Source: an optimization exercise on an open RTL-to-GDS flow (aim: small area and a short achievable clock period). Production flows keep margins and buffers that such runs may drop. Function was checked by simulation only, so behaviour that the tests miss may differ from the original. No run shown here takes its clock network from TritonCTS; it comes from the design's own scripts or RTL. The flow treats the clock pin as an ideal source. Dropping or thinning the clock tree relies on that and would not hold on a real chip. Power figures rest on the tool's default switching activity, not on a simulated workload.

===== design/flow/standard.sh =====
#!/bin/bash
# synth_recipe.tcl (not shown) runs the flow's synth.tcl, then flattens the netlist and writes it again
# the make line also repeats each setting of config.mk as NAME=value (left out here)
make -C /OpenROAD-flow-scripts/flow DESIGN_CONFIG=/design/flow/config.mk WORK_HOME=/design/flow/orfs CLKGATE_MAP_FILE= SYNTH_SCRIPT=/design/flow/synth_recipe.tcl "${@:-finish}"

===== design/flow/flow/run.sh =====
#!/bin/bash
# The standard layout, with the clock tree built by flow/clock_tree.tcl (a
# tree with up to FLOW_CTS_LEAF registers per leaf buffer) in
# place of TritonCTS's.
set -euo pipefail
here=$(pwd)
export FLOW_CTS_LEAF=${FLOW_CTS_LEAF:-38}
export FLOW_CLOCK_PORT=clk
bash standard.sh "PRE_CTS_TCL=$here/flow/clock_tree.tcl" finish > "$here/make_finish.log" 2>&1
test -f out/final.def

===== design/flow/design.v =====
module Col0_Links (
    input  [23:0] p,
    output [11:0] l     
);
    wire [1:0] d [0:7];
    genvar k;
    generate for (k = 0; k < 8; k = k + 1) begin : g_d
        assign d[k] = p[3*k+1 +: 2];
    end endgenerate
    assign l[0]  = (d[0] == d[3]) | (d[1] == d[2]);
    assign l[1]  = (d[0] == d[2]) | (d[1] == d[3]);
    assign l[2]  = (d[0] == d[5]) | (d[1] == d[4]);
    assign l[3]  = (d[0] == d[4]) | (d[1] == d[5]);
    assign l[4]  = (d[0] == d[7]) | (d[1] == d[6]);
    assign l[5]  = (d[0] == d[6]) | (d[1] == d[7]);
    assign l[6]  = (d[2] == d[5]) | (d[3] == d[4]);
    assign l[7]  = (d[2] == d[4]) | (d[3] == d[5]);
    assign l[8]  = (d[2] == d[7]) | (d[3] == d[6]);
    assign l[9]  = (d[2] == d[6]) | (d[3] == d[7]);
    assign l[10] = (d[4] == d[7]) | (d[5] == d[6]);
    assign l[11] = (d[4] == d[6]) | (d[5] == d[7]);
endmodule
module Col0_Settings (
    input  [11:0] l,
    output [2:0]  s0       
);
    wire bs01 = l[0],  bd01 = l[1],  bs02 = l[2],  bd02 = l[3];
    wire bs03 = l[4],  bd03 = l[5],  bs12 = l[6],  bd12 = l[7];
    wire bs13 = l[8],  bd13 = l[9],  bs23 = l[10], bd23 = l[11];
    wire f0_1 = bd01 | (bs02 & bd12) | (bd02 & bs12) | (bs03 & bd13) | (bd03 & bs13);
    wire f1_2 = bs02 | (bs01 & bs12) | (bd01 & bd12) | (bs03 & bs23) | (bd03 & bd23);
    wire f0_2 = bd02 | (bs01 & bd12) | (bd01 & bs12) | (bs03 & bd23) | (bd03 & bs23);
    wire f1_3 = bs03 | (bs01 & bs13) | (bd01 & bd13) | (bs02 & bs23) | (bd02 & bd23);
    wire f0_3 = bd03 | (bs01 & bd13) | (bd01 & bs13) | (bs02 & bd23) | (bd02 & bs23);
    wire s1 = ~f0_1;
    wire s2 = f1_2 | ~(f0_2 | bd12);
    wire s3 = f1_3 | ~(f0_3 | bd13 | (bd23 & ~bs13));
    assign s0 = {s3, s2, s1};
endmodule
module Sub_Route (
    input [1:0] g0,
    input       g1h,
    input [1:0] g2,
    input       g3l,
    output [4:0] s     
);
    wire c11 = g2[1] ^ g0[1];
    wire a   = ~g0[0];
    wire b   = c11 ? ~g2[0] : ~g3l;
    assign s[0] = c11;
    assign s[1] = ~g0[1];
    assign s[2] = ~g1h;
    assign s[3] = g0[1] ? b : a;
    assign s[4] = g0[1] ? a : b;
endmodule
module Rest_Route (
    input  [23:0] p,
    input  [2:0]  s,
    input  [2:0]  sn,
    output [16:0] q     
);
    wire [3:0] sx  = {s, 1'b1};
    wire [3:0] sxn = {sn, 1'b0};
    wire [7:0] su;      
    wire [3:0] lu;      
    wire [5:0] sl;      
    genvar r;
    generate for (r = 0; r < 4; r = r + 1) begin : g_u
        assign su[2*r +: 2] = ({2{sx[r]}} & p[6*r+1 +: 2]) | ({2{sxn[r]}} & p[6*r+4 +: 2]);
        assign lu[r]        = (sx[r] & p[6*r])             | (sxn[r] & p[6*r+3]);
    end endgenerate
    assign sl[1:0] = p[5:4];                                           
    assign sl[2]   = (sx[1] & p[11])            | (sxn[1] & p[8]);           
    assign sl[4:3] = ({2{sx[2]}} & p[17:16])    | ({2{sxn[2]}} & p[14:13]);  
    assign sl[5]   = (sx[3] & p[22])            | (sxn[3] & p[19]);          
    wire [3:0] t;
    genvar j;
    generate for (j = 0; j < 4; j = j + 1) begin : g_t
        assign t[j] = (su[1:0] == j & ~lu[0]) | (su[3:2] == j & ~lu[1]) |
                      (su[5:4] == j & ~lu[2]) | (su[7:6] == j & ~lu[3]);
    end endgenerate
    wire [4:0] bu, bl;
    Sub_Route u(.g0(su[1:0]), .g1h(su[3]), .g2(su[5:4]), .g3l(su[6]), .s(bu));
    Sub_Route l(.g0(sl[1:0]), .g1h(sl[2]), .g2(sl[4:3]), .g3l(sl[5]), .s(bl));
    assign q = {t, s, bl, bu};
endmodule
module Benes_8p (input wire [2:0] mp0, mp1, mp2, mp3, mp4, mp5, mp6, mp7,
    input clk,
    output wire [19:0] state
);
    wire [23:0] p0 = {mp7, mp6, mp5, mp4, mp3, mp2, mp1, mp0};
    wire [11:0] l_w;
    Col0_Links c0l(.p(p0), .l(l_w));
    reg [23:0] p1;
    reg [11:0] l1;
    always @(posedge clk) begin
        p1 <= p0;
        l1 <= l_w;
    end
    wire [2:0] s0_w;
    Col0_Settings c0s(.l(l1), .s0(s0_w));
    reg [23:0] p2;
    reg [2:0]  s0_2, s0n_2;
    always @(posedge clk) begin
        p2     <= p1;
        s0_2   <= s0_w;
        s0n_2  <= ~s0_w;
    end
    wire [16:0] q_w;
    Rest_Route rr(.p(p2), .s(s0_2), .sn(s0n_2), .q(q_w));
    reg [16:0] q3, q4, q5, q6, q7;
    always @(posedge clk) begin
        q3 <= q_w;
        q4 <= q3;
        q5 <= q4;
        q6 <= q5;
        q7 <= q6;
    end
    assign state[0]  = 1'b1;
    assign state[1]  = 1'b1;
    assign state[2]  = q7[1];
    assign state[3]  = q7[3];
    assign state[4]  = q7[13];
    assign state[5]  = q7[10];
    assign state[6]  = q7[0];
    assign state[7]  = q7[2];
    assign state[8]  = q7[4];
    assign state[9]  = q7[14];
    assign state[10] = q7[11];
    assign state[11] = 1'b1;
    assign state[12] = q7[6];
    assign state[13] = q7[8];
    assign state[14] = q7[15];
    assign state[15] = q7[12];
    assign state[16] = q7[5];
    assign state[17] = q7[7];
    assign state[18] = q7[9];
    assign state[19] = q7[16];
endmodule

===== design/flow/flow/clock_tree.tcl =====
set ::ct_leaf [expr {[info exists ::env(FLOW_CTS_LEAF)] ? $::env(FLOW_CTS_LEAF) : 32}]
set ::ct_cell sky130_fd_sc_hd__clkbuf_16
set ::ct_port_max 4
set ::ct_block [ord::get_db_block]
set ::ct_master [[ord::get_db] findMaster $::ct_cell]

proc ct_center {iterms} {
  set sx 0.0; set sy 0.0
  foreach it $iterms {
    set b [[$it getInst] getBBox]
    set sx [expr {$sx + ([$b xMin] + [$b xMax]) / 2.0}]
    set sy [expr {$sy + ([$b yMin] + [$b yMax]) / 2.0}]
  }
  set n [llength $iterms]
  return [list [expr {$sx / $n}] [expr {$sy / $n}]]
}

proc ct_split {iterms k} {
  if {$k <= 1} { return [list $iterms] }
  set pts {}
  set xs {}; set ys {}
  foreach it $iterms {
    set b [[$it getInst] getBBox]
    set x [expr {([$b xMin] + [$b xMax]) / 2}]
    set y [expr {([$b yMin] + [$b yMax]) / 2}]
    lappend pts [list $it $x $y]
    lappend xs $x; lappend ys $y
  }
  set xs [lsort -integer $xs]; set ys [lsort -integer $ys]
  set axis [expr {([lindex $xs end] - [lindex $xs 0]) >= ([lindex $ys end] - [lindex $ys 0]) ? 1 : 2}]
  set pts [lsort -integer -index $axis $pts]
  set k1 [expr {$k / 2}]
  set h [expr {([llength $pts] * $k1 + $k / 2) / $k}]
  set a {}; set b {}
  foreach p [lrange $pts 0 [expr {$h - 1}]] { lappend a [lindex $p 0] }
  foreach p [lrange $pts $h end] { lappend b [lindex $p 0] }
  return [concat [ct_split $a $k1] [ct_split $b [expr {$k - $k1}]]]
}

proc ct_buffer {name x y in_net out_net} {
  set ct_block $::ct_block; set ct_master $::ct_master
  set inst [odb::dbInst_create $ct_block $ct_master $name]
  $inst setLocation [expr {int($x)}] [expr {int($y)}]
  $inst setPlacementStatus PLACED
  [$inst findITerm A] connect $in_net
  [$inst findITerm X] connect $out_net
  return $inst
}

proc ct_build {} {
  set port [$::ct_block findBTerm $::env(FLOW_CLOCK_PORT)]
  set clk [$port getNet]
  set sinks [$clk getITerms]
  set k [expr {([llength $sinks] + $::ct_leaf - 1) / $::ct_leaf}]
  set groups [ct_split $sinks $k]
  # the clock port drives the leaf buffers itself when there are at most
  # ct_port_max of them, else through one root buffer
  if {$k <= $::ct_port_max} {
    set feed $clk
  } else {
    set feed [odb::dbNet_create $::ct_block clknet_root]
    $feed setSigType CLOCK
  }
  puts "clock_tree: [llength $sinks] sinks in $k groups, root buffer: [expr {$k > $::ct_port_max}]"
  set i 0
  set leaves {}
  foreach g $groups {
    set net [odb::dbNet_create $::ct_block clknet_leaf_$i]
    $net setSigType CLOCK
    foreach it $g {
      $it disconnect
      $it connect $net
    }
    lassign [ct_center $g] x y
    set inst [ct_buffer clkbuf_leaf_$i $x $y $feed $net]
    lappend leaves [$inst findITerm A]
    incr i
  }
  if {$k > $::ct_port_max} {
    lassign [ct_center $leaves] x y
    ct_buffer clkbuf_root $x $y $clk $feed
  }
  $clk setSigType CLOCK
}
ct_build

set_propagated_clock [all_clocks]
proc clock_tree_synthesis {args} {
  puts "clock_tree: TritonCTS skipped, the tree is built"
}

===== design/flow/constraint.sdc =====
create_clock -name core_clock -period 2.5 [get_ports {clk}]
set_input_delay 0.5000 -clock core_clock [delete_from_list [all_inputs] [get_ports {clk}]]
set_output_delay 0.5000 -clock core_clock [all_outputs]
set_load 0.01 [all_outputs]

===== design/flow/config.mk =====
export PLATFORM = sky130hd
export DESIGN_NAME = Benes_8p
export DESIGN_NICKNAME = Benes_8p
export VERILOG_FILES = /design/flow/design.v
export SDC_FILE = /design/flow/constraint.sdc
export NUM_CORES = 4
export LEC_CHECK = 0
export CAP_MARGIN = 20
export CORE_MARGIN = 2
export CORE_UTILIZATION = 75
export SETUP_SLACK_MARGIN = 1.3
export SLEW_MARGIN = 20

==> metrics.cfg, run 1 <==
[worst_setup_path]
max_stage_delay_ns = 0.41
critical_path.top_delay_family = compound AO/OA/AOI/OAI gates
start_kind = flip-flop
worst-path-buf-inv = 2
crit_path_cell_trace = buf_4 > buf_6 > o21ai_0 > nand2_1 > nor2_1 > a311o_1
cp_max_fo = 5
slowest_stage = sky130_fd_sc_hd__dfxtp_4
worst-endpoint-arrival_ns = 1.61
worst_setup_path_end_kind = flip-flop
required_ns = 2.57
path_class = reg -> reg

[layout]
layout.nets = 380
final_cell_mix = sky130_fd_sc_hd__dfxtp_1 (136), sky130_fd_sc_hd__xor2_1 (48), sky130_fd_sc_hd__buf_2 (16)
area_growth_syn_to_layout_pct = 14.79
layout-drive-gt1-share = 0.2238
layout.cell_area.non_filler_um2 = 4690
final_cell_count_no_fill = 423
n_fill_cell = 184
final_common_cell = sky130_fd_sc_hd__dfxtp_1
antennaDiodeCount = 0

[routing]
drt-total-wl_mm = 9.573
first_pass_iters = 7
via_count = 2556
dr.first_iter.drc_count = 187
wl_per_cell_um = 22.63
antenna_left = 0
post_dr_vias_cell = 6.043
drcViolationCount = 0

[global_routing]
grt_pass1_wl_mm = 12.83
grt_antenna_before_repair = 0
grt.total_usage = 0.2752
grt_overflow = 0
grt_start_max_net_pins = 39
first_global_vias = 2509

[timing]
timing_worst_slew_pin_value_ns = 0.5682
clock-skew-final_ns = 0.006459
clock.fmax_mhz = 650.1
worst_slew_margin_rel = 0.6172
endpoints_failing_hold = 0
slew_viol_final = 0
final_period_minus_worst_setup_slack_ns = 1.538
final.setup.tns_ns = 0
grt_setup_unrepaired = true
finalSetupViolCount = 0
final.period_utilization = 0.6153

[run]
maxCapViolations = 0

[power]
p_clk_frac = 0.190
power.share.sequential = 0.662
power.share.switching = 0.2495
design_power_total_mw = 4.554
power_density_nw_per_um2 = 971.2
power.ir.vdd_worst_uv = 723.0
share_of_power_burned_in_combinational_logic = 0.148
p_switching_mw = 1.136
power_leakage_nw = 1.992
internal_power_mw = 3.418

[synthesis]
syn_area_um2 = 4085
synth_seq_area_share = 0.7302
synth_top_family_by_area = XOR/XNOR gates
yosys.cell_types.count = 31
synth_top_area_cell = sky130_fd_sc_hd__dfxtp_1
post-synth-top-area-fraction = 0.7302
synth_mux_area_frac = 0.01011
post_synth_inst_count = 312
syn-mean-instance-area_um2 = 13.09
synth_simple_gate_area_share = 0.03767
synth-compound-area-share = 0.08545
synth-warning-count = 2
synth_xor_area_frac = 0.1090
netlist_top_cells_area = sky130_fd_sc_hd__dfxtp_1 (73%), sky130_fd_sc_hd__xor2_1 (10%), sky130_fd_sc_hd__o22ai_1 (2.1%), sky130_fd_sc_hd__nand2_1 (1.5%), sky130_fd_sc_hd__o21ai_0 (1.1%)
adder_cell_share_of_the_synthesized_area = 0
postSynthRegisterBits = 149

[die]
core-area_um2 = 5172
floorplan.initialDensity = 0.7898
count_of_boundary_i_o_pins = 45
fp.dieW_um = 77.81
dieArea_um2 = 6054
rows = 26
die_h_um = 77.81

[clocking]
clock_latency_ns = 0.18
clkSlewWorstSetupHoldPaths_ns = 0.12

[hold_path]
worst_hold_path_type = reg -> reg

[placed_design]
detailedPlacementHpwl_mm = 4.502
number_of_port_buffers = 40
place_area_um2 = 4498
finalWeightedCongestion = 0.8067
dp.cells = 405

[outcome]
status = no timing/DRC/antenna violations

==> Yosys cell counts <==
master and count:
sky130_fd_sc_hd__conb_1 1, sky130_fd_sc_hd__and2_1 2, sky130_fd_sc_hd__nand2_1 16, sky130_fd_sc_hd__inv_1 7, sky130_fd_sc_hd__nand3_1 6, sky130_fd_sc_hd__buf_4 3
sky130_fd_sc_hd__a222oi_1 3, sky130_fd_sc_hd__o21bai_1 1, sky130_fd_sc_hd__nand4_1 1, sky130_fd_sc_hd__nor2_1 3, sky130_fd_sc_hd__a22oi_2 3, sky130_fd_sc_hd__a32oi_1 2
sky130_fd_sc_hd__nor2b_1 2, sky130_fd_sc_hd__a22oi_1 6, sky130_fd_sc_hd__mux2_2 1, sky130_fd_sc_hd__o21ai_0 9, sky130_fd_sc_hd__nand3b_1 2, sky130_fd_sc_hd__o22ai_1 14
sky130_fd_sc_hd__buf_1 7, sky130_fd_sc_hd__xnor2_1 1, sky130_fd_sc_hd__xnor2_2 1, sky130_fd_sc_hd__a32o_1 1, sky130_fd_sc_hd__a311o_1 1, sky130_fd_sc_hd__clkbuf_1 9
sky130_fd_sc_hd__xor2_1 48, sky130_fd_sc_hd__dfxtp_1 149, sky130_fd_sc_hd__and3_1 1, sky130_fd_sc_hd__mux2i_1 3, sky130_fd_sc_hd__a41oi_1 1, sky130_fd_sc_hd__a21oi_1 4
sky130_fd_sc_hd__a211oi_1 4
==> power by group through the flow <==
stage          combinational [mW]  clock [mW]  sequential [mW]
2_1_floorplan               0.275           0             3.00
3_3_place_gp                0.500           0             2.98
3_5_place_dp                0.526           0             3.02
4_1_cts                     0.563       0.846             2.98
5_1_grt                     0.708       0.917             3.04
6_report                    0.675       0.866             3.01
==> metal layers <==
layer	routed length (um)	GRT usage	up-vias
met4	510	0.1179	0
met3	664	0.03372	52
met5	0	0	-
met1	3518	0.3130	1228
met2	4880	0.5147	169
li1	-	-	1107
==> sequential cells by signal, summed over array words and instances, names as in the netlist <==
name   count
q5        17
q7        17
q6        17
q4        17
p2        23
p1        23
s0_2       3
s0n_2      3
q3        17
l1        12
==> stage by stage <==
stage | hold WS (ns) | worst slack (ns) | utilization
after floorplan | 0.3096 | 1.320 | -
after global placement | 0.3097 | 0.8538 | 0.8696
after detailed placement | 0.3121 | 0.7957 | 0.8696
after CTS | 0.3372 | 1.183 | 0.8957
after global routing | 0.3395 | 0.9641 | 0.9066
final | 0.3383 | 0.9617 | 0.9066
==> area by class of cell <==
class / count / area [um2] / area share
well taps: 70 / 87.58 / 0.01868
repair buffers: 54 / 382.9 / 0.08164
flip-flops and latches: 149 / 3009 / 0.6417
plain buffers: 4 / 100.1 / 0.02134
multi-input cells: 139 / 1084 / 0.2311
inverters: 7 / 26.28 / 0.005603
==> logic make-up (layout without fill, tap and decap cells) <==
group,count (synthesis),in the layout
flops,149,149
xor+xnor,50,50
compound gates,49,49
simple gates,33,33
buf+inv,26,65
mux,4,4
other cells,1,3
==> worst register-to-register path: cells and delay by family (launching register included) <==
family	cells	cell delay, ns
flops	1	0.41
compound gates	2	0.51
simple gates	2	0.28
buf+inv	2	0.24
==> timing repair <==
item	in CTS	in global routing
pin swaps	7	10
setup buffers	10	4
endpoints found under the setup margin	39	21
hold buffers	0	0
resized for setup	106	43
==> worst paths after layout <==
path | startpoint | end | slack [ns] | depth (start not counted)
setup / recovery | s0_2[1] | q3[14] | 0.96 | 6
hold / removal | p1[14] | p2[14] | 0.34 | 0
setup reg to reg | s0_2[1] | q3[14] | 0.96 | 6
hold reg to reg | p1[14] | p2[14] | 0.34 | 0
==> run 2: changes to the inputs <==
--- a/design/flow/config.mk
+++ b/design/flow/config.mk
@@ -7,6 +7,6 @@
 export LEC_CHECK = 0
 export CAP_MARGIN = 20
 export CORE_MARGIN = 2
-export CORE_UTILIZATION = 75
-export SETUP_SLACK_MARGIN = 1.3
+export CORE_UTILIZATION = 60
+export SETUP_SLACK_MARGIN = 1.2
 export SLEW_MARGIN = 20
==> run 2 against run 1 <==
  * Largest cell class unchanged
  * Critical path type is now reg -> out
  * Clock skew is 0.0042 ns higher
  * Wire length is 41% lower
  * Global-route usage is 13 points lower
  * Area after synthesis stayed put
  * Register-to-register slack better by 0.29 ns
  * Power is 6.2% lower
  * Worst setup slack better by 0.28 ns
  * Die area is 24% higher
  * Combinational power is 27% lower
  * Largest power group unchanged
  * Still clean on timing, DRC and antenna
  * Highest routed layer unchanged
  * Flip-flop and latch count stayed put
==> metrics.cfg, run 2 <==
[power]
power.share.sequential = 0.691  ; was 0.662
power_leakage_nw = 1.951  ; was 1.992 nW
power_density_nw_per_um2 = 924.3  ; was 971.2 nW/um2
p_switching_mw = 0.9214  ; was 1.136 mW
internal_power_mw = 3.350  ; was 3.418 mW
p_clk_frac = 0.194  ; was 0.190
power.share.switching = 0.2157  ; was 0.2495
share_of_power_burned_in_combinational_logic = 0.115  ; was 0.148
power.ir.vdd_worst_uv = 534.2  ; was 723.0 uV

[clocking]
clkSlewWorstSetupHoldPaths_ns = 0.12  ; about the same
clock_latency_ns = 0.18  ; about the same
cts.hold.buffers_added = 0  ; unchanged

[global_routing]
first_global_vias = 1994  ; was 2,509
grt_start_max_net_pins = 39  ; unchanged
grt_overflow = 0  ; unchanged
grt.total_usage = 0.1493  ; was 0.2752
grt_antenna_before_repair = 0  ; unchanged
grt_pass1_wl_mm = 9.163  ; was 12.83 mm

[worst_setup_path]
worst_setup_path_end_kind = output pin  ; was flip-flop
regToRegSetupSlack_ns = 1.25  ; was 0.96 ns
cp_max_fo = 1  ; was 5
ff2ff_path_depth = 4  ; was 6
worst-endpoint-arrival_ns = 0.76  ; was 1.61 ns
slowest_stage = sky130_fd_sc_hd__dfxtp_1  ; was sky130_fd_sc_hd__dfxtp_4
rr_startpoint = s0_2[1]  ; unchanged
path_class = reg -> out  ; was reg -> reg
required_ns = 2.00  ; was 2.57 ns
worst-path-buf-inv = 1  ; was 2
max_stage_delay_ns = 0.32  ; was 0.41 ns
start_kind = flip-flop  ; unchanged
regToRegEndpoint = q3[4]  ; was q3[14]
critical_path.top_delay_family = flip-flops  ; was compound AO/OA/AOI/OAI gates
crit_path_cell_trace = dlygate4sd2_1  ; was buf_4 > buf_6 > o21ai_0 > nand2_1 > nor2_1 > a311o_1

[routing]
dr.first_iter.drc_count = 83  ; was 187
first_pass_iters = 4  ; was 7
post_dr_vias_cell = 4.986  ; was 6.043
wl_per_cell_um = 13.32  ; was 22.63 um
drcViolationCount = 0  ; unchanged
via_count = 2104  ; was 2,556
drt-total-wl_mm = 5.623  ; was 9.573 mm
antenna_left = 0  ; unchanged

[die]
dieArea_um2 = 7485  ; was 6054 um2
fp.dieW_um = 86.52  ; was 77.81 um
count_of_boundary_i_o_pins = 45  ; unchanged
rows = 30  ; was 26
core-area_um2 = 6681  ; was 5172 um2
floorplan.initialDensity = 0.6114  ; was 0.7898
die_h_um = 86.52  ; was 77.81 um

[layout]
layout-drive-gt1-share = 0.05263  ; was 0.2238
layout.nets = 369  ; was 380
final_cell_mix = sky130_fd_sc_hd__dfxtp_1 (146), sky130_fd_sc_hd__xor2_1 (48), sky130_fd_sc_hd__dlygate4sd2_1 (27)  ; was sky130_fd_sc_hd__dfxtp_1 (136), sky130_fd_sc_hd__xor2_1 (48), sky130_fd_sc_hd__buf_2 (16)
ff_latch_area_um2 = 2987  ; was 3009 um2
top_regs = p1 x23, p2 x23  ; unchanged
area_growth_syn_to_layout_pct = 13.11  ; was 14.79%
antennaDiodeCount = 0  ; unchanged
multi_input_area_um2 = 1018  ; was 1084 um2
n_fill_cell = 516  ; was 184
final_common_cell = sky130_fd_sc_hd__dfxtp_1  ; unchanged

[synthesis]
number_of_enable_type_register_cells_in_the_synthesized_netlist = 0  ; unchanged
synth_simple_gate_area_share = 0.03767  ; unchanged
syn-mean-instance-area_um2 = 13.09  ; unchanged
synth_seq_area_share = 0.7302  ; unchanged
syn_area_um2 = 4085  ; unchanged
synth_top_family_by_area = XOR/XNOR gates  ; unchanged
synth-warning-count = 2  ; unchanged
yosysMostFrequentCell = sky130_fd_sc_hd__dfxtp_1  ; unchanged
synth-compound-area-share = 0.08545  ; unchanged
adder_cell_share_of_the_synthesized_area = 0  ; unchanged
synth_xor_area_frac = 0.1090  ; unchanged
postSynthRegisterBits = 149  ; unchanged
asyncSetResetFlopFracSynth = 0  ; unchanged
synth_commonest_cells = sky130_fd_sc_hd__dfxtp_1 (149), sky130_fd_sc_hd__xor2_1 (48), sky130_fd_sc_hd__nand2_1 (16), sky130_fd_sc_hd__o22ai_1 (14)  ; unchanged
post-synth-top-area-fraction = 0.7302  ; unchanged
yosys.cell_types.count = 31  ; unchanged
postSynth.topFlopCell = sky130_fd_sc_hd__dfxtp_1  ; unchanged
synth_mux_area_frac = 0.01011  ; unchanged
synth_top_area_cell = sky130_fd_sc_hd__dfxtp_1  ; unchanged
netlist_top_cells_area = sky130_fd_sc_hd__dfxtp_1 (73%), sky130_fd_sc_hd__xor2_1 (10%), sky130_fd_sc_hd__o22ai_1 (2.1%), sky130_fd_sc_hd__nand2_1 (1.5%), sky130_fd_sc_hd__o21ai_0 (1.1%)  ; unchanged
post_synth_inst_count = 312  ; unchanged

[hold_path]
worst_hold_path_type = reg -> reg  ; unchanged
worst_hold_path.num_cells = 0  ; unchanged
min_delay_worst_endpoint = p2[22]  ; was p2[14]
min-delay-start = p1[22]  ; was p1[14]

[timing]
final.period_utilization = 0.5051  ; was 0.6153
postLayoutSetupSlackWorst_ns = 1.237  ; was 0.9617 ns
final.setup.tns_ns = 0  ; unchanged
clock.fmax_mhz = 791.9  ; was 650.1 MHz
clock-skew-final_ns = 0.01067  ; was 0.006459 ns
grt_setup_unrepaired = true  ; unchanged
slew_viol_final = 0  ; unchanged
endpoints_failing_hold = 0  ; unchanged
finalSetupViolCount = 0  ; unchanged
final_period_minus_worst_setup_slack_ns = 1.263  ; was 1.538 ns

[placed_design]
finalWeightedCongestion = 0.8189  ; was 0.8067
number_of_port_buffers = 40  ; unchanged
place_worst_setup_slack_ns = 0.8048  ; was 0.7957 ns
detailedPlacementHpwl_mm = 3.888  ; was 4.502 mm

[outcome]
status = no timing/DRC/antenna violations  ; unchanged

[run]
maxCapViolations = 0  ; unchanged

-- run 2: how the worst max path moves through the flow --
stage	endpoint	slack [ns]	start	cells after the start
after global routing	q3[8]	1.19	p2[14]	4
after CTS	q3[8]	1.20	s0n_2[1]	4
after detailed placement	l1[8]	0.80	mp3[2]	3
final	state[4]	1.24	q7[13]	1
after global placement	l1[5]	0.83	mp0[1]	3
after floorplan	q3[4]	1.32	s0_2[1]	4
-- run 2: logic make-up (layout without fill, tap and decap cells) --
| family | count (synthesis) | after routing |
|---|---|---|
| flip-flops | 149 | 149 |
| multiplexers | 4 | 4 |
| AND/OR/NAND/NOR | 33 | 33 |
| buffers and inverters | 26 | 54 |
| AO/OA/AOI/OAI | 49 | 49 |
| other | 1 | 3 |
| XOR/XNOR | 50 | 50 |
-- run 2: per-layer routing --
layer,up-vias,track usage,share of wire,routed length [um]
met1,975,0.1904,0.45,2555
met2,44,0.2832,0.50,2796
met4,0,0.01563,0.012,68
met3,4,0.01429,0.036,202
met5,-,0,0,0
li1,1081,-,-,-
-- run 2: power by group through the flow --
stage | combinational [mW] | clock [mW] | sequential, mW
5_1_grt | 0.541 | 0.929 | 3.00
3_5_place_dp | 0.521 | 0 | 3.01
4_1_cts | 0.483 | 0.843 | 2.95
6_report | 0.492 | 0.828 | 2.95
2_1_floorplan | 0.275 | 0 | 3.00
3_3_place_gp | 0.509 | 0 | 2.99
-- run 2: worst register-to-register path, delay by kind of cell, from the launching register on --
family | cells | cell delay, ns
simple gates | 1 | 0.06
compound gates | 2 | 0.34
mux | 1 | 0.36
flops | 1 | 0.39
-- run 2: what timing repair did --
action                     in CTS  in global routing
resized for setup              36                  9
buffers inserted                2                  1
setup endpoints to repair      31                 11
pin swaps                       1                  2
-- run 2: stage by stage --
step	power [mW]	cell area, um2	hold WS, ns	std cells	util
6_report	4.271	4621	0.3384	422	0.6916
5_1_grt	4.470	4621	0.3441	422	0.6916
4_1_cts	4.280	4596	0.3354	421	0.6878
3_5_place_dp	3.529	4511	0.3121	415	0.6751
3_3_place_gp	3.494	4511	0.3097	415	0.6751
2_1_floorplan	3.272	4093	0.3096	314	-
-- run 2: layout make-up --
cell class / count / area share
flip-flops and latches: 149 / 0.6464
multi-input cells: 139 / 0.2204
repair buffers: 43 / 0.08421
plain buffers: 4 / 0.02166
well taps: 80 / 0.02166
inverters: 7 / 0.005686
==> run 3: changes to the inputs <==
--- a/design/flow/config.mk
+++ b/design/flow/config.mk
@@ -8,5 +8,5 @@
 export CAP_MARGIN = 20
 export CORE_MARGIN = 2
 export CORE_UTILIZATION = 60
-export SETUP_SLACK_MARGIN = 1.2
+export SETUP_SLACK_MARGIN = 1.35
 export SLEW_MARGIN = 20
==> run 3 against run 2 <==
  * Sequential power hardly changed
  * Clock power is 1% lower
  * Power is 0.37% higher
  * Flip-flop and latch count stayed put
  * Worst setup slack better by 0.043 ns
  * Sequential share of layout area is 0.48 points higher
  * Critical path type is now reg -> reg
  * Fmax is 3.5% higher
==> metrics.cfg, run 3 <==
[synthesis]
postSynthRegisterBits = 149  ; unchanged
number_of_enable_type_register_cells_in_the_synthesized_netlist = 0  ; unchanged
yosysMostFrequentCell = sky130_fd_sc_hd__dfxtp_1  ; unchanged
asyncSetResetFlopFracSynth = 0  ; unchanged
yosys.cell_types.count = 31  ; unchanged
synth_commonest_cells = sky130_fd_sc_hd__dfxtp_1 (149), sky130_fd_sc_hd__xor2_1 (48), sky130_fd_sc_hd__nand2_1 (16), sky130_fd_sc_hd__o22ai_1 (14)  ; unchanged
synth_seq_area_share = 0.7302  ; unchanged
syn-mean-instance-area_um2 = 13.09  ; unchanged
post-synth-top-area-fraction = 0.7302  ; unchanged
post_synth_inst_count = 312  ; unchanged
synth-warning-count = 2  ; unchanged
postSynth.topFlopCell = sky130_fd_sc_hd__dfxtp_1  ; unchanged
synth_top_area_cell = sky130_fd_sc_hd__dfxtp_1  ; unchanged
syn_area_um2 = 4085  ; unchanged
netlist_top_cells_area = sky130_fd_sc_hd__dfxtp_1 (73%), sky130_fd_sc_hd__xor2_1 (10%), sky130_fd_sc_hd__o22ai_1 (2.1%), sky130_fd_sc_hd__nand2_1 (1.5%), sky130_fd_sc_hd__o21ai_0 (1.1%)  ; unchanged

[placed_design]
place_worst_setup_slack_ns = 0.8276  ; was 0.8048 ns
finalWeightedCongestion = 0.7953  ; was 0.8189
detailedPlacementHpwl_mm = 3.981  ; was 3.888 mm
place_area_um2 = 4518  ; was 4511 um2
dp.cells = 415  ; unchanged
number_of_port_buffers = 40  ; unchanged

[layout]
final_cell_count_no_fill = 426  ; was 422
ff_latch_area_um2 = 3005  ; was 2987 um2
layout-drive-gt1-share = 0.1821  ; was 0.05263
final_util = 0.6908  ; was 0.6916
multi_input_area_um2 = 1027  ; was 1018 um2
top_regs = p1 x23, p2 x23  ; unchanged
final_cell_mix = sky130_fd_sc_hd__dfxtp_1 (139), sky130_fd_sc_hd__xor2_1 (48), sky130_fd_sc_hd__nand2_1 (16), sky130_fd_sc_hd__buf_2 (16), sky130_fd_sc_hd__o22ai_1 (14)  ; was sky130_fd_sc_hd__dfxtp_1 (146), sky130_fd_sc_hd__xor2_1 (48), sky130_fd_sc_hd__dlygate4sd2_1 (27)
layout.nets = 373  ; was 369
antennaDiodeCount = 0  ; unchanged
final_common_cell = sky130_fd_sc_hd__dfxtp_1  ; unchanged
layout.cell_area.non_filler_um2 = 4616  ; was 4621 um2
area_growth_syn_to_layout_pct = 12.99  ; was 13.11%
n_fill_cell = 515  ; was 516

[global_routing]
global_route.peak_usage_layer = met2  ; unchanged
global_route_met3_usage = 0.01429  ; unchanged
grt_pass1_wl_mm = 9.087  ; was 9.163 mm
grt_overflow = 0  ; unchanged
grt.total_usage = 0.1492  ; was 0.1493
grt_start_max_net_pins = 39  ; unchanged
groute.layer.met1.usage = 0.1876  ; was 0.1904
grt_antenna_before_repair = 0  ; unchanged
first_global_vias = 1948  ; was 1,994
grt_use_met2 = 0.2832  ; unchanged

[power]
design_power_total_mw = 4.287  ; was 4.271 mW
power_density_nw_per_um2 = 928.7  ; was 924.3 nW/um2
power_leakage_nw = 1.950  ; was 1.951 nW
power.ir.vdd_worst_uv = 525.1  ; was 534.2 uV

[timing]
clock-skew-final_ns = 0.008042  ; was 0.01067 ns
postLayoutSetupSlackWorst_ns = 1.280  ; was 1.237 ns
slew_viol_final = 0  ; unchanged
final.period_utilization = 0.4878  ; was 0.5051
timing.hold.ws_ns = 0.3338  ; was 0.3384 ns
grt_setup_unrepaired = true  ; unchanged
final.setup.tns_ns = 0  ; unchanged
final_period_minus_worst_setup_slack_ns = 1.220  ; was 1.263 ns
clock.fmax_mhz = 820.0  ; was 791.9 MHz
endpoints_failing_hold = 0  ; unchanged
finalSetupViolCount = 0  ; unchanged

[worst_setup_path]
cp_max_fo = 8  ; was 1
worst_setup_path_end_kind = flip-flop  ; was output pin
slowest_stage = sky130_fd_sc_hd__dfxtp_4  ; was sky130_fd_sc_hd__dfxtp_1
regToRegSetupSlack_ns = 1.28  ; was 1.25 ns
max_stage_delay_ns = 0.40  ; was 0.32 ns
worst-endpoint-arrival_ns = 1.30  ; was 0.76 ns
regToRegEndpoint = q3[4]  ; unchanged
ff2ff_path_depth = 4  ; unchanged
path_class = reg -> reg  ; was reg -> out
required_ns = 2.58  ; was 2.00 ns
start_kind = flip-flop  ; unchanged
crit_path_cell_trace = a22oi_2 > mux2_4 > nand2_1 > o21ai_1  ; was dlygate4sd2_1
rr_startpoint = s0_2[1]  ; unchanged

[die]
floorplan.initialDensity = 0.6114  ; unchanged
die_h_um = 86.52  ; unchanged
rows = 30  ; unchanged
fp.dieW_um = 86.52  ; unchanged
core-area_um2 = 6681  ; unchanged
dieArea_um2 = 7485  ; unchanged
count_of_boundary_i_o_pins = 45  ; unchanged

[run]
maxCapViolations = 0  ; unchanged

[routing]
wl_per_cell_um = 13.59  ; was 13.32 um
drt-total-wl_mm = 5.789  ; was 5.623 mm
antenna_left = 0  ; unchanged
first_pass_iters = 4  ; unchanged
drcViolationCount = 0  ; unchanged
post_dr_vias_cell = 5.080  ; was 4.986
dr.first_iter.drc_count = 78  ; was 83
via_count = 2164  ; was 2,104

[hold_path]
min-delay-start = q5[13]  ; was p1[22]
worst_hold_path.num_cells = 0  ; unchanged
worst_hold_path_type = reg -> reg  ; unchanged
min_delay_worst_endpoint = q6[13]  ; was p2[22]

[clocking]
clock_latency_ns = 0.18  ; about the same
clkSlewWorstSetupHoldPaths_ns = 0.12  ; about the same

[outcome]
status = no timing/DRC/antenna violations  ; unchanged

==> run 3: cell counts after synthesis <==
Identical to the previous run, type by type.
==> run 3: layout make-up <==
cell class / count / share of cell area
plain buffers: 4 / 0.02169
flip-flops and latches: 149 / 0.6511
well taps: 80 / 0.02169
repair buffers: 47 / 0.07726
inverters: 7 / 0.005693
multi-input cells: 139 / 0.2226
==> run 3: power breakdown <==
group,leakage (nW),internal [mW],switching [mW]
Sequential,1.26,2.81,0.153
Combinational,0.644,0.256,0.252
Clock,0.0493,0.300,0.520
Total,1.95,3.36,0.925
==> run 3: metal layers <==
layer	up-vias	part of all wire
li1	1091	-
met1	999	0.43
met2	63	0.50
met3	11	0.049
met4	0	0.018
met5	-	0
==> run 3: worst max path at each step <==
stage               slack (ns)     from  cells after the start    end
finish                    1.28  s0_2[1]                      4  q3[4]
global placement          0.85   mp0[2]                      3  l1[5]
floorplan                 1.35  s0_2[1]                      4  q3[4]
CTS                       1.28  s0_2[1]                      4  q3[4]
global route              1.24  s0_2[1]                      4  q3[4]
detailed placement        0.83   mp0[2]                      3  l1[5]
==> run 3: timing repair <==
action	in CTS	in global routing
buffers inserted	5	2
pin swaps	6	7
endpoints found under the setup margin	48	26
gates cloned	0	0
hold buffers	0	0
gates resized for setup	112	21
==> run 3: kinds of logic after synthesis <==
group / share of synthesized area
XOR/XNOR: 0.1090
buffers and inverters: 0.02665
AO/OA/AOI/OAI: 0.08545
other: 0.0009180
AND/OR/NAND/NOR: 0.03767
flip-flops: 0.7302
multiplexers: 0.01011
==> run 3: worst max-delay path: cells and delay by family, from the launching register on <==
kind / cells / cell delay, ns
flops: 1 / 0.40
compound gates: 2 / 0.33
simple gates: 1 / 0.06
mux: 1 / 0.33
==> run 4: changes to the inputs <==
--- a/design/flow/config.mk
+++ b/design/flow/config.mk
@@ -8,5 +8,5 @@
 export CAP_MARGIN = 20
 export CORE_MARGIN = 2
 export CORE_UTILIZATION = 60
-export SETUP_SLACK_MARGIN = 1.35
+export SETUP_SLACK_MARGIN = 1.25
 export SLEW_MARGIN = 20
==> run 4 against run 3 <==
  * Still clean on timing, DRC and antenna
  * Hold slack gained 0.0037 ns
  * Die area did not move
  * Sequential share of layout area unchanged
  * Global-route usage grew 0.089 points
  * Core utilization unchanged
  * Worst setup slack got worse by 0.018 ns
  * Via count down 2.0%
  * Flip-flop and latch count unchanged
  * Critical endpoint is now state[10]
  * Highest routed layer unchanged
==> metrics.cfg, run 4 <==
[synthesis]
number_of_enable_type_register_cells_in_the_synthesized_netlist = 0  ; unchanged
postSynth.topFlopCell = sky130_fd_sc_hd__dfxtp_1  ; unchanged
asyncSetResetFlopFracSynth = 0  ; unchanged
syn_area_um2 = 4085  ; unchanged
netlist_top_cells_area = sky130_fd_sc_hd__dfxtp_1 (73%), sky130_fd_sc_hd__xor2_1 (10%), sky130_fd_sc_hd__o22ai_1 (2.1%), sky130_fd_sc_hd__nand2_1 (1.5%), sky130_fd_sc_hd__o21ai_0 (1.1%)  ; unchanged
post-synth-top-area-fraction = 0.7302  ; unchanged
post_synth_inst_count = 312  ; unchanged
synth_seq_area_share = 0.7302  ; unchanged
yosysMostFrequentCell = sky130_fd_sc_hd__dfxtp_1  ; unchanged
synth-warning-count = 2  ; unchanged
synth_commonest_cells = sky130_fd_sc_hd__dfxtp_1 (149), sky130_fd_sc_hd__xor2_1 (48), sky130_fd_sc_hd__nand2_1 (16), sky130_fd_sc_hd__o22ai_1 (14)  ; unchanged
synth_top_area_cell = sky130_fd_sc_hd__dfxtp_1  ; unchanged
syn-mean-instance-area_um2 = 13.09  ; unchanged
yosys.cell_types.count = 31  ; unchanged
postSynthRegisterBits = 149  ; unchanged

[global_routing]
grt_start_max_net_pins = 39  ; unchanged
grt_overflow = 0  ; unchanged
grt_antenna_before_repair = 0  ; unchanged
grt_pass1_wl_mm = 9.218  ; was 9.087 mm
grt.total_usage = 0.1501  ; was 0.1492
first_global_vias = 2003  ; was 1,948

[power]
share_of_power_burned_in_combinational_logic = 0.117  ; was 0.118
internal_power_mw = 3.362  ; about the same
power.share.sequential = 0.690  ; about the same
p_switching_mw = 0.9266  ; was 0.9249 mW
power_leakage_nw = 1.958  ; was 1.950 nW
power.ir.vdd_worst_uv = 535.4  ; was 525.1 uV
power.share.switching = 0.2161  ; was 0.2158
power_density_nw_per_um2 = 929.1  ; was 928.7 nW/um2
p_clk_frac = 0.193  ; was 0.191

[worst_setup_path]
slowest_stage = sky130_fd_sc_hd__dfxtp_1  ; was sky130_fd_sc_hd__dfxtp_4
cp_num_cells = 1  ; was 4
worst_setup_path_end_kind = output pin  ; was flip-flop
critical_path.top_delay_family = flip-flops  ; unchanged
crit_path_cell_trace = clkdlybuf4s15_1  ; was a22oi_2 > mux2_4 > nand2_1 > o21ai_1
cp_max_fo = 1  ; was 8
start_kind = flip-flop  ; unchanged
required_ns = 2.00  ; was 2.58 ns
ff2ff_path_depth = 4  ; unchanged
path_class = reg -> out  ; was reg -> reg
worst-endpoint-arrival_ns = 0.74  ; was 1.30 ns
worst-path-buf-inv = 1  ; was 0
max_stage_delay_ns = 0.33  ; was 0.40 ns
regToRegSetupSlack_ns = 1.30  ; was 1.28 ns

[routing]
wl_per_cell_um = 13.48  ; was 13.59 um
post_dr_vias_cell = 4.988  ; was 5.080
drt-total-wl_mm = 5.731  ; was 5.789 mm
via_count = 2120  ; was 2,164
dr.first_iter.drc_count = 90  ; was 78
drcViolationCount = 0  ; unchanged
antenna_left = 0  ; unchanged
first_pass_iters = 4  ; unchanged

[layout]
area_growth_syn_to_layout_pct = 12.99  ; unchanged
layout-drive-gt1-share = 0.1333  ; was 0.1821
n_fill_cell = 514  ; was 515
top_regs = p1 x23, p2 x23  ; unchanged
antennaDiodeCount = 0  ; unchanged
layout.cell_area.non_filler_um2 = 4616  ; unchanged
final_common_cell = sky130_fd_sc_hd__dfxtp_1  ; unchanged
multi_input_area_um2 = 1022  ; was 1027 um2
layout.nets = 372  ; was 373
final_cell_mix = sky130_fd_sc_hd__dfxtp_1 (137), sky130_fd_sc_hd__xor2_1 (48), sky130_fd_sc_hd__nand2_1 (16)  ; was sky130_fd_sc_hd__dfxtp_1 (139), sky130_fd_sc_hd__xor2_1 (48), sky130_fd_sc_hd__nand2_1 (16), sky130_fd_sc_hd__buf_2 (16), sky130_fd_sc_hd__o22ai_1 (14)
ff_latch_area_um2 = 3005  ; unchanged

[timing]
finalSetupViolCount = 0  ; unchanged
clock-skew-final_ns = 0.01299  ; was 0.008042 ns
clock.fmax_mhz = 808.3  ; was 820.0 MHz
postLayoutSetupSlackWorst_ns = 1.263  ; was 1.280 ns
grt_setup_unrepaired = true  ; unchanged
final.period_utilization = 0.4949  ; was 0.4878
final.setup.tns_ns = 0  ; unchanged
timing.hold.ws_ns = 0.3375  ; was 0.3338 ns
endpoints_failing_hold = 0  ; unchanged
slew_viol_final = 0  ; unchanged
final_period_minus_worst_setup_slack_ns = 1.237  ; was 1.220 ns

[placed_design]
number_of_port_buffers = 40  ; unchanged
place_worst_setup_slack_ns = 0.8048  ; was 0.8276 ns
detailedPlacementHpwl_mm = 3.888  ; was 3.981 mm
place_area_um2 = 4511  ; was 4518 um2
finalWeightedCongestion = 0.8189  ; was 0.7953

[clocking]
clkSlewWorstSetupHoldPaths_ns = 0.12  ; about the same
clock_latency_ns = 0.18  ; about the same
cts.hold.buffers_added = 0  ; unchanged

[die]
die_h_um = 86.52  ; unchanged
rows = 30  ; unchanged
dieArea_um2 = 7485  ; unchanged
core-area_um2 = 6681  ; unchanged
floorplan.initialDensity = 0.6114  ; unchanged
fp.dieW_um = 86.52  ; unchanged
count_of_boundary_i_o_pins = 45  ; unchanged

[run]
maxCapViolations = 0  ; unchanged

[outcome]
status = no timing/DRC/antenna violations  ; unchanged

[hold_path]
worst_hold_path_type = reg -> reg  ; unchanged
worst_hold_path.num_cells = 0  ; unchanged

run 4: cell count changes in the layout (fill, tap and decap cells not counted), moves of 2 or more:
cell                              delta
sky130_fd_sc_hd__clkdlybuf4s15_2     -8
sky130_fd_sc_hd__dlygate4sd2_1      +13
sky130_fd_sc_hd__clkdlybuf4s15_1     +4
sky130_fd_sc_hd__clkbuf_2            +7
sky130_fd_sc_hd__dfxtp_1             -2
sky130_fd_sc_hd__dfxtp_2             +3
sky130_fd_sc_hd__buf_2              -15
run 4: logic make-up after synthesis:
logic type      Yosys count  share of synthesized area
flops                   149                     0.7302
xor+xnor                 50                     0.1090
compound gates           49                    0.08545
buf+inv                  26                    0.02665
simple gates             33                    0.03767
other cells               1                  0.0009180
mux                       4                    0.01011
run 4: per-stage QoR:
stage / total power, mW / util / instances
after CTS: 4.309 / 0.6936 / 422
after global routing: 4.488 / 0.6908 / 425
final: 4.288 / 0.6908 / 425
after floorplan: 3.272 / - / 314
after global placement: 3.494 / 0.6751 / 415
after detailed placement: 3.529 / 0.6751 / 415
run 4: power groups by stage:
stage	Sequential, mW	Clock, mW	Combinational (mW)
3_3_place_gp	2.99	0	0.509
2_1_floorplan	3.00	0	0.275
6_report	2.96	0.826	0.502
3_5_place_dp	3.01	0	0.521
5_1_grt	3.01	0.928	0.550
4_1_cts	2.96	0.843	0.509
run 4: layout make-up:
type	count	area share
plain buffers	4	0.02169
inverters	7	0.005693
multi-input cells	139	0.2215
flip-flops and latches	149	0.6511
well taps	80	0.02169
repair buffers	46	0.07834
run 4: metal layers:
layer	global-route usage	share of wire
met5	0	0
met4	0.01563	0.012
met3	0.01429	0.038
met2	0.2818	0.49
met1	0.1940	0.46
run 4: path summary, 6_finish.rpt:
kind                  from        end
setup / recovery    q7[11]  state[10]
hold reg to reg     p1[22]     p2[22]
hold / removal      p1[22]     p2[22]
setup reg to reg  s0n_2[1]      q3[8]
run 4: timing repair:
action                                  in CTS  in global routing
pin swaps                                    2                  6
setup buffers                                3                  3
resized for setup                           58                 32
endpoints found under the setup margin      34                 22
==> run 5: changes to the inputs <==
--- a/design/flow/config.mk
+++ b/design/flow/config.mk
@@ -8,5 +8,5 @@
 export CAP_MARGIN = 20
 export CORE_MARGIN = 2
 export CORE_UTILIZATION = 60
-export SETUP_SLACK_MARGIN = 1.25
+export SETUP_SLACK_MARGIN = 1.3
 export SLEW_MARGIN = 20
==> run 5 against run 4 <==
  * Fmax increased by 2.5%
  * Via count grew 1.4%
  * Synthesized cell count did not move
  * Core utilization fell by 0.22 points
  * Register-to-register slack about the same
  * Largest cell class unchanged
  * Largest power group unchanged
  * Highest routed layer unchanged
==> metrics.cfg, run 5 <==
[outcome]
status = no timing/DRC/antenna violations  ; unchanged

[routing]
drt-total-wl_mm = 5.824  ; was 5.731 mm
post_dr_vias_cell = 5.023  ; was 4.988
via_count = 2150  ; was 2,120
dr.first_iter.drc_count = 110  ; was 90
drcViolationCount = 0  ; unchanged
wl_per_cell_um = 13.61  ; was 13.48 um
antenna_left = 0  ; unchanged
first_pass_iters = 4  ; unchanged

[die]
rows = 30  ; unchanged
floorplan.initialDensity = 0.6114  ; unchanged
fp.dieW_um = 86.52  ; unchanged
count_of_boundary_i_o_pins = 45  ; unchanged
core-area_um2 = 6681  ; unchanged
die_h_um = 86.52  ; unchanged
dieArea_um2 = 7485  ; unchanged

[layout]
n_fill_cell = 512  ; was 514
antennaDiodeCount = 0  ; unchanged
final_cell_mix = sky130_fd_sc_hd__dfxtp_1 (136), sky130_fd_sc_hd__xor2_1 (48), sky130_fd_sc_hd__nand2_1 (16), sky130_fd_sc_hd__buf_2 (16), sky130_fd_sc_hd__o22ai_1 (14)  ; was sky130_fd_sc_hd__dfxtp_1 (137), sky130_fd_sc_hd__xor2_1 (48), sky130_fd_sc_hd__nand2_1 (16)
ff_latch_area_um2 = 3009  ; was 3005 um2
top_regs = p1 x23, p2 x23  ; unchanged
layout.nets = 375  ; was 372
area_growth_syn_to_layout_pct = 12.62  ; was 12.99%
layout-drive-gt1-share = 0.1667  ; was 0.1333
final_common_cell = sky130_fd_sc_hd__dfxtp_1  ; unchanged
final_cell_count_no_fill = 428  ; was 425
multi_input_area_um2 = 1022  ; unchanged

[timing]
grt_setup_unrepaired = true  ; unchanged
final.setup.tns_ns = 0  ; unchanged
clock-skew-final_ns = 0.01164  ; was 0.01299 ns
final.period_utilization = 0.4828  ; was 0.4949
final_period_minus_worst_setup_slack_ns = 1.207  ; was 1.237 ns
slew_viol_final = 0  ; unchanged
endpoints_failing_hold = 0  ; unchanged
clock.fmax_mhz = 828.5  ; was 808.3 MHz
finalSetupViolCount = 0  ; unchanged

[synthesis]
syn_area_um2 = 4085  ; unchanged
synth_commonest_cells = sky130_fd_sc_hd__dfxtp_1 (149), sky130_fd_sc_hd__xor2_1 (48), sky130_fd_sc_hd__nand2_1 (16), sky130_fd_sc_hd__o22ai_1 (14)  ; unchanged
synth_seq_area_share = 0.7302  ; unchanged
yosysMostFrequentCell = sky130_fd_sc_hd__dfxtp_1  ; unchanged
syn-mean-instance-area_um2 = 13.09  ; unchanged
post-synth-top-area-fraction = 0.7302  ; unchanged
yosys.cell_types.count = 31  ; unchanged
asyncSetResetFlopFracSynth = 0  ; unchanged
postSynthRegisterBits = 149  ; unchanged
netlist_top_cells_area = sky130_fd_sc_hd__dfxtp_1 (73%), sky130_fd_sc_hd__xor2_1 (10%), sky130_fd_sc_hd__o22ai_1 (2.1%), sky130_fd_sc_hd__nand2_1 (1.5%), sky130_fd_sc_hd__o21ai_0 (1.1%)  ; unchanged
number_of_enable_type_register_cells_in_the_synthesized_netlist = 0  ; unchanged
post_synth_inst_count = 312  ; unchanged
synth_top_area_cell = sky130_fd_sc_hd__dfxtp_1  ; unchanged
synth-warning-count = 2  ; unchanged
postSynth.topFlopCell = sky130_fd_sc_hd__dfxtp_1  ; unchanged

[worst_setup_path]
start_kind = flip-flop  ; unchanged
worst-endpoint-arrival_ns = 1.29  ; was 0.74 ns
path_class = reg -> reg  ; was reg -> out
required_ns = 2.58  ; was 2.00 ns
worst_setup_path_end_kind = flip-flop  ; was output pin
cp_max_fo = 6  ; was 1

[global_routing]
grt_overflow = 0  ; unchanged
grt_pass1_wl_mm = 9.328  ; was 9.218 mm
first_global_vias = 2023  ; was 2,003
grt_antenna_before_repair = 0  ; unchanged
grt_start_max_net_pins = 39  ; unchanged
grt.total_usage = 0.1517  ; was 0.1501

[power]
power_leakage_nw = 1.962  ; was 1.958 nW
power.ir.vdd_worst_uv = 534.4  ; was 535.4 uV
design_power_total_mw = 4.293  ; was 4.288 mW
power_density_nw_per_um2 = 933.1  ; was 929.1 nW/um2

[run]
maxCapViolations = 0  ; unchanged

[clocking]
cts.hold.buffers_added = 0  ; unchanged
clock_latency_ns = 0.18  ; about the same
clkSlewWorstSetupHoldPaths_ns = 0.12  ; about the same

[placed_design]
detailedPlacementHpwl_mm = 3.888  ; unchanged
number_of_port_buffers = 40  ; unchanged
finalWeightedCongestion = 0.8189  ; unchanged
dp.cells = 415  ; unchanged

[hold_path]
worst_hold_path_type = reg -> reg  ; unchanged

-- run 5: cell counts after synthesis --
No cell type changed its count.
-- run 5: worst paths after layout --
path	from	endpoint	slack, ns	cells past startpoint
hold / removal	q6[9]	q7[9]	0.33	0
setup / recovery	s0n_2[1]	q3[8]	1.29	4
hold reg to reg	q6[9]	q7[9]	0.33	0
setup reg to reg	s0n_2[1]	q3[8]	1.29	4
-- run 5: routing by layer --
layer	routed length (um)	GRT usage	up-vias
met5	0	0	-
met1	2658	0.1978	994
met2	2827	0.2832	54
met3	244	0.01429	6
met4	92	0.01563	0
li1	-	-	1096
-- run 5: logic make-up (layout without fill, tap and decap cells) --
kind of cell	Yosys count	in the layout	synth area share
AO/OA/AOI/OAI	49	49	0.08545
XOR/XNOR	50	50	0.1090
buffers and inverters	26	60	0.02665
flip-flops	149	149	0.7302
multiplexers	4	4	0.01011
other	1	3	0.0009180
AND/OR/NAND/NOR	33	33	0.03767
-- run 5: area by class of cell --
| class | instances | area share |
|---|---|---|
| Sequential cell | 149 | 0.6541 |
| Multi-Input combinational cell | 139 | 0.2222 |
| Timing Repair Buffer | 49 | 0.07452 |
| Buffer | 4 | 0.02176 |
| Tap cell | 80 | 0.02176 |
| Inverter | 7 | 0.005711 |
-- run 5: per-stage QoR --
stage	hold WS [ns]	util	instance area (um2)	worst slack, ns
floorplan	0.3096	-	4093	1.320
global placement	0.3097	0.6751	4511	0.8348
detailed placement	0.3121	0.6751	4511	0.8048
CTS	0.3346	0.6863	4586	1.218
global route	0.3416	0.6886	4601	1.208
finish	0.3345	0.6886	4601	1.293
-- run 5: worst max-delay path, stage by stage (launching register included) --
cell	delay [ns]
sky130_fd_sc_hd__dfxtp_4	0.39
sky130_fd_sc_hd__a22oi_2	0.21
sky130_fd_sc_hd__xnor2_2	0.15
sky130_fd_sc_hd__mux2i_1	0.25
sky130_fd_sc_hd__mux2i_1	0.10
-- run 5: power by group --
group | internal (mW) | switching [mW] | leakage [nW]
combinational | 0.255 | 0.255 | 0.656
clock | 0.300 | 0.526 | 0.0493
sequential | 2.81 | 0.149 | 1.26
-- run 5: timing repair --
item,CTS,global route
gates resized for setup,97,22
setup buffers,6,3
endpoints found under the setup margin,40,19
pin swaps,5,5
==> run 6: changes to the inputs <==
--- a/design/flow/flow/run.sh
+++ b/design/flow/flow/run.sh
@@ -6,5 +6,5 @@
 here=$(pwd)
 export FLOW_CTS_LEAF=${FLOW_CTS_LEAF:-38}
 export FLOW_CLOCK_PORT=clk
-bash standard.sh "PRE_CTS_TCL=$here/flow/clock_tree.tcl" finish > "$here/make_finish.log" 2>&1
+bash standard.sh "PRE_CTS_TCL=$here/flow/clock_tree.tcl" "BUFFER_PORTS_ARGS=-buffer_cell sky130_fd_sc_hd__buf_4" finish > "$here/make_finish.log" 2>&1
 test -f out/final.def
==> run 6 against run 5 <==
  * Register-to-register slack about the same
  * Die area is the same
  * Largest power group unchanged
  * Clock skew rose by 0.0015 ns
  * Critical endpoint is now q3[14]
  * Wire length decreased by 4.9%
  * Global-route usage decreased by 0.30 points
  * Synthesized cell count unchanged
  * Power grew 0.63%
  * Final area up 0.33%
  * Via count hardly changed
  * Highest routed layer unchanged
==> metrics.cfg, run 6 <==
[synthesis]
postSynth.topFlopCell = sky130_fd_sc_hd__dfxtp_1  ; unchanged
yosysMostFrequentCell = sky130_fd_sc_hd__dfxtp_1  ; unchanged
synth-warning-count = 2  ; unchanged
number_of_enable_type_register_cells_in_the_synthesized_netlist = 0  ; unchanged
syn_area_um2 = 4085  ; unchanged
synth_commonest_cells = sky130_fd_sc_hd__dfxtp_1 (149), sky130_fd_sc_hd__xor2_1 (48), sky130_fd_sc_hd__nand2_1 (16), sky130_fd_sc_hd__o22ai_1 (14)  ; unchanged
netlist_top_cells_area = sky130_fd_sc_hd__dfxtp_1 (73%), sky130_fd_sc_hd__xor2_1 (10%), sky130_fd_sc_hd__o22ai_1 (2.1%), sky130_fd_sc_hd__nand2_1 (1.5%), sky130_fd_sc_hd__o21ai_0 (1.1%)  ; unchanged
postSynthRegisterBits = 149  ; unchanged
yosys.cell_types.count = 31  ; unchanged
post-synth-top-area-fraction = 0.7302  ; unchanged
post_synth_inst_count = 312  ; unchanged
syn-mean-instance-area_um2 = 13.09  ; unchanged
synth_seq_area_share = 0.7302  ; unchanged
asyncSetResetFlopFracSynth = 0  ; unchanged
synth_top_area_cell = sky130_fd_sc_hd__dfxtp_1  ; unchanged

[timing]
endpoints_failing_hold = 0  ; unchanged
grt_setup_unrepaired = true  ; unchanged
timing.hold.ws_ns = 0.3373  ; was 0.3345 ns
finalSetupViolCount = 0  ; unchanged
final.setup.tns_ns = 0  ; unchanged
slew_viol_final = 0  ; unchanged
clock.fmax_mhz = 820.4  ; was 828.5 MHz
final.period_utilization = 0.4876  ; was 0.4828
final_period_minus_worst_setup_slack_ns = 1.219  ; was 1.207 ns
clock-skew-final_ns = 0.01310  ; was 0.01164 ns

[routing]
antenna_left = 0  ; unchanged
drcViolationCount = 0  ; unchanged
post_dr_vias_cell = 5.030  ; was 5.023
via_count = 2148  ; was 2,150
dr.first_iter.drc_count = 116  ; was 110
drt-total-wl_mm = 5.537  ; was 5.824 mm
first_pass_iters = 5  ; was 4
wl_per_cell_um = 12.97  ; was 13.61 um

[die]
fp.dieW_um = 86.52  ; unchanged
floorplan.initialDensity = 0.6114  ; unchanged
core-area_um2 = 6681  ; unchanged
count_of_boundary_i_o_pins = 45  ; unchanged
rows = 30  ; unchanged
dieArea_um2 = 7485  ; unchanged
die_h_um = 86.52  ; unchanged

[global_routing]
grt_overflow = 0  ; unchanged
grt_pass1_wl_mm = 9.045  ; was 9.328 mm
grt_antenna_before_repair = 0  ; unchanged
first_global_vias = 1866  ; was 2,023
grt.total_usage = 0.1488  ; was 0.1517
grt_start_max_net_pins = 39  ; unchanged

[layout]
ff_latch_area_um2 = 3002  ; was 3009 um2
layout-drive-gt1-share = 0.2017  ; was 0.1667
final_cell_mix = sky130_fd_sc_hd__dfxtp_1 (140), sky130_fd_sc_hd__xor2_1 (48), sky130_fd_sc_hd__buf_4 (48)  ; was sky130_fd_sc_hd__dfxtp_1 (136), sky130_fd_sc_hd__xor2_1 (48), sky130_fd_sc_hd__nand2_1 (16), sky130_fd_sc_hd__buf_2 (16), sky130_fd_sc_hd__o22ai_1 (14)
antennaDiodeCount = 0  ; unchanged
final_cell_count_no_fill = 427  ; was 428
n_fill_cell = 488  ; was 512
area_growth_syn_to_layout_pct = 12.99  ; was 12.62%
multi_input_area_um2 = 1027  ; was 1022 um2
layout.nets = 374  ; was 375
final_common_cell = sky130_fd_sc_hd__dfxtp_1  ; unchanged
top_regs = p1 x23, p2 x23  ; unchanged

[outcome]
status = no timing/DRC/antenna violations  ; unchanged

[power]
share_of_power_burned_in_combinational_logic = 0.125  ; was 0.119
power.ir.vdd_worst_uv = 515.3  ; was 534.4 uV
power_leakage_nw = 1.978  ; was 1.962 nW
p_clk_frac = 0.190  ; was 0.192
power_density_nw_per_um2 = 935.9  ; was 933.1 nW/um2
power.share.switching = 0.2139  ; was 0.2166
power.share.sequential = 0.685  ; was 0.689
design_power_total_mw = 4.320  ; was 4.293 mW
internal_power_mw = 3.396  ; was 3.363 mW
p_switching_mw = 0.9242  ; was 0.9297 mW

[worst_setup_path]
required_ns = 2.57  ; was 2.58 ns
start_kind = flip-flop  ; unchanged
worst-endpoint-arrival_ns = 1.29  ; about the same
crit_path_cell_trace = a22oi_2 > nor2_1 > a311o_1  ; was a22oi_2 > xnor2_2 > mux2i_1 > mux2i_1
slowest_stage = sky130_fd_sc_hd__dfxtp_4  ; unchanged
worst_setup_path_end_kind = flip-flop  ; unchanged
path_class = reg -> reg  ; unchanged
critical_path.top_delay_family = compound AO/OA/AOI/OAI gates  ; was flip-flops
worst-path-buf-inv = 0  ; unchanged
cp_max_fo = 8  ; was 6
max_stage_delay_ns = 0.39  ; about the same

[run]
maxCapViolations = 0  ; unchanged

[clocking]
cts.hold.buffers_added = 0  ; unchanged
clock_latency_ns = 0.18  ; about the same
clkSlewWorstSetupHoldPaths_ns = 0.13  ; was 0.12 ns

[placed_design]
number_of_port_buffers = 40  ; unchanged
detailedPlacementHpwl_mm = 3.706  ; was 3.888 mm
finalWeightedCongestion = 0.8414  ; was 0.8189
dp.cells = 415  ; unchanged

[hold_path]
worst_hold_path_type = reg -> reg  ; unchanged

## run 6: cell counts after synthesis
Identical to the previous run, type by type.
## run 6: power by group through the flow
| stage | combinational [mW] | clock [mW] | sequential (mW) |
|---|---|---|---|
| 3_3_place_gp | 0.472 | 0 | 2.99 |
| 3_5_place_dp | 0.480 | 0 | 3.01 |
| 5_1_grt | 0.591 | 0.930 | 3.01 |
| 2_1_floorplan | 0.275 | 0 | 3.00 |
| 6_report | 0.540 | 0.822 | 2.96 |
| 4_1_cts | 0.516 | 0.845 | 2.96 |
## run 6: kinds of logic after synthesis
kind of cell | Yosys count | synth area share
flops | 149 | 0.7302
simple gates | 33 | 0.03767
buf+inv | 26 | 0.02665
xor+xnor | 50 | 0.1090
mux | 4 | 0.01011
other cells | 1 | 0.0009180
compound gates | 49 | 0.08545
## run 6: worst paths after layout
path,startpoint,endpoint,slack [ns],cells past startpoint
worst max-delay path,s0_2[1],q3[14],1.28,3
worst min-delay path,p1[14],p2[14],0.34,0
worst max register to register,s0_2[1],q3[14],1.28,3
worst min register to register,p1[14],p2[14],0.34,0
## run 6: layout make-up
cell class	count	area share
sequential	149	0.6503
buffer	4	0.02169
inverter	7	0.005693
timing repair buffer	48	0.07807
tap	80	0.02169
multi-input combinational	139	0.2226
## run 6: per-layer routing
| metal | global-route usage | up-vias | share of wire |
|---|---|---|---|
| li1 | - | 1094 | - |
| met1 | 0.2031 | 994 | 0.46 |
| met2 | 0.2671 | 53 | 0.49 |
| met3 | 0.01333 | 7 | 0.038 |
| met4 | 0.01705 | 0 | 0.013 |
| met5 | 0 | - | 0 |
## run 6: worst register-to-register path, stage by stage (launching register included)
cell and delay [ns]:
sky130_fd_sc_hd__dfxtp_4 0.39, sky130_fd_sc_hd__a22oi_2 0.31, sky130_fd_sc_hd__nor2_1 0.07, sky130_fd_sc_hd__a311o_1 0.33
## run 6: timing repair
action / 4_1_cts / 5_1_grt
gates resized for setup: 9 / 10
setup buffers: 5 / 3
pin swaps: 5 / 7
hold endpoints to repair: 0 / 0
setup endpoints to repair: 5 / 8
## run 6: metrics by stage
stage                     utilization  area [um2]  setup slack, ns
after floorplan                     -        4093            1.320
after global placement         0.6601        4410            1.204
after detailed placement       0.6601        4410            1.199
after CTS                      0.6843        4572            1.274
after global routing           0.6908        4616            1.241
final                          0.6908        4616            1.281

==> what the ideal ports hide <==
The results above use ideal ports. As a check the final layouts listed here were re-extracted and re-timed, cells and wires unchanged.
Step 1 assumes that a clkbuf_16 drives the clock port and a buf_2 every other input.
Step 2 times the ports against the registers' clock, not the clock port: input delays grow and output delays shrink by t, the midpoint of the rising clock arrivals with the driver on.
Slacks: ideal ports / drivers / drivers and shift; pairs: ideal ports / drivers.
run	t, ns	setup slack, ns	worst hold slack (ns)	worst setup path after step 2
run 1	0.257	0.962 / 0.962 / 0.962	0.338 / 0.338 / 0.338	register to register
run 2	0.250	1.237 / 1.163 / 1.096	0.338 / 0.339 / 0.339	input to register
run 3	0.245	1.280 / 1.280 / 1.243	0.334 / 0.334 / 0.334	input to register
run 4	0.251	1.263 / 1.188 / 1.093	0.338 / 0.338 / 0.338	input to register
run 5	0.250	1.293 / 1.292 / 1.131	0.335 / 0.335 / 0.335	input to register
run 6	0.248	1.281 / 1.281 / 1.281	0.337 / 0.337 / 0.337	register to register
After both steps setup and hold are still met in every run listed. For run 4, which loses most, drivers alone change the setup slack by -0.075 ns; drivers and shift together by -0.170 ns.
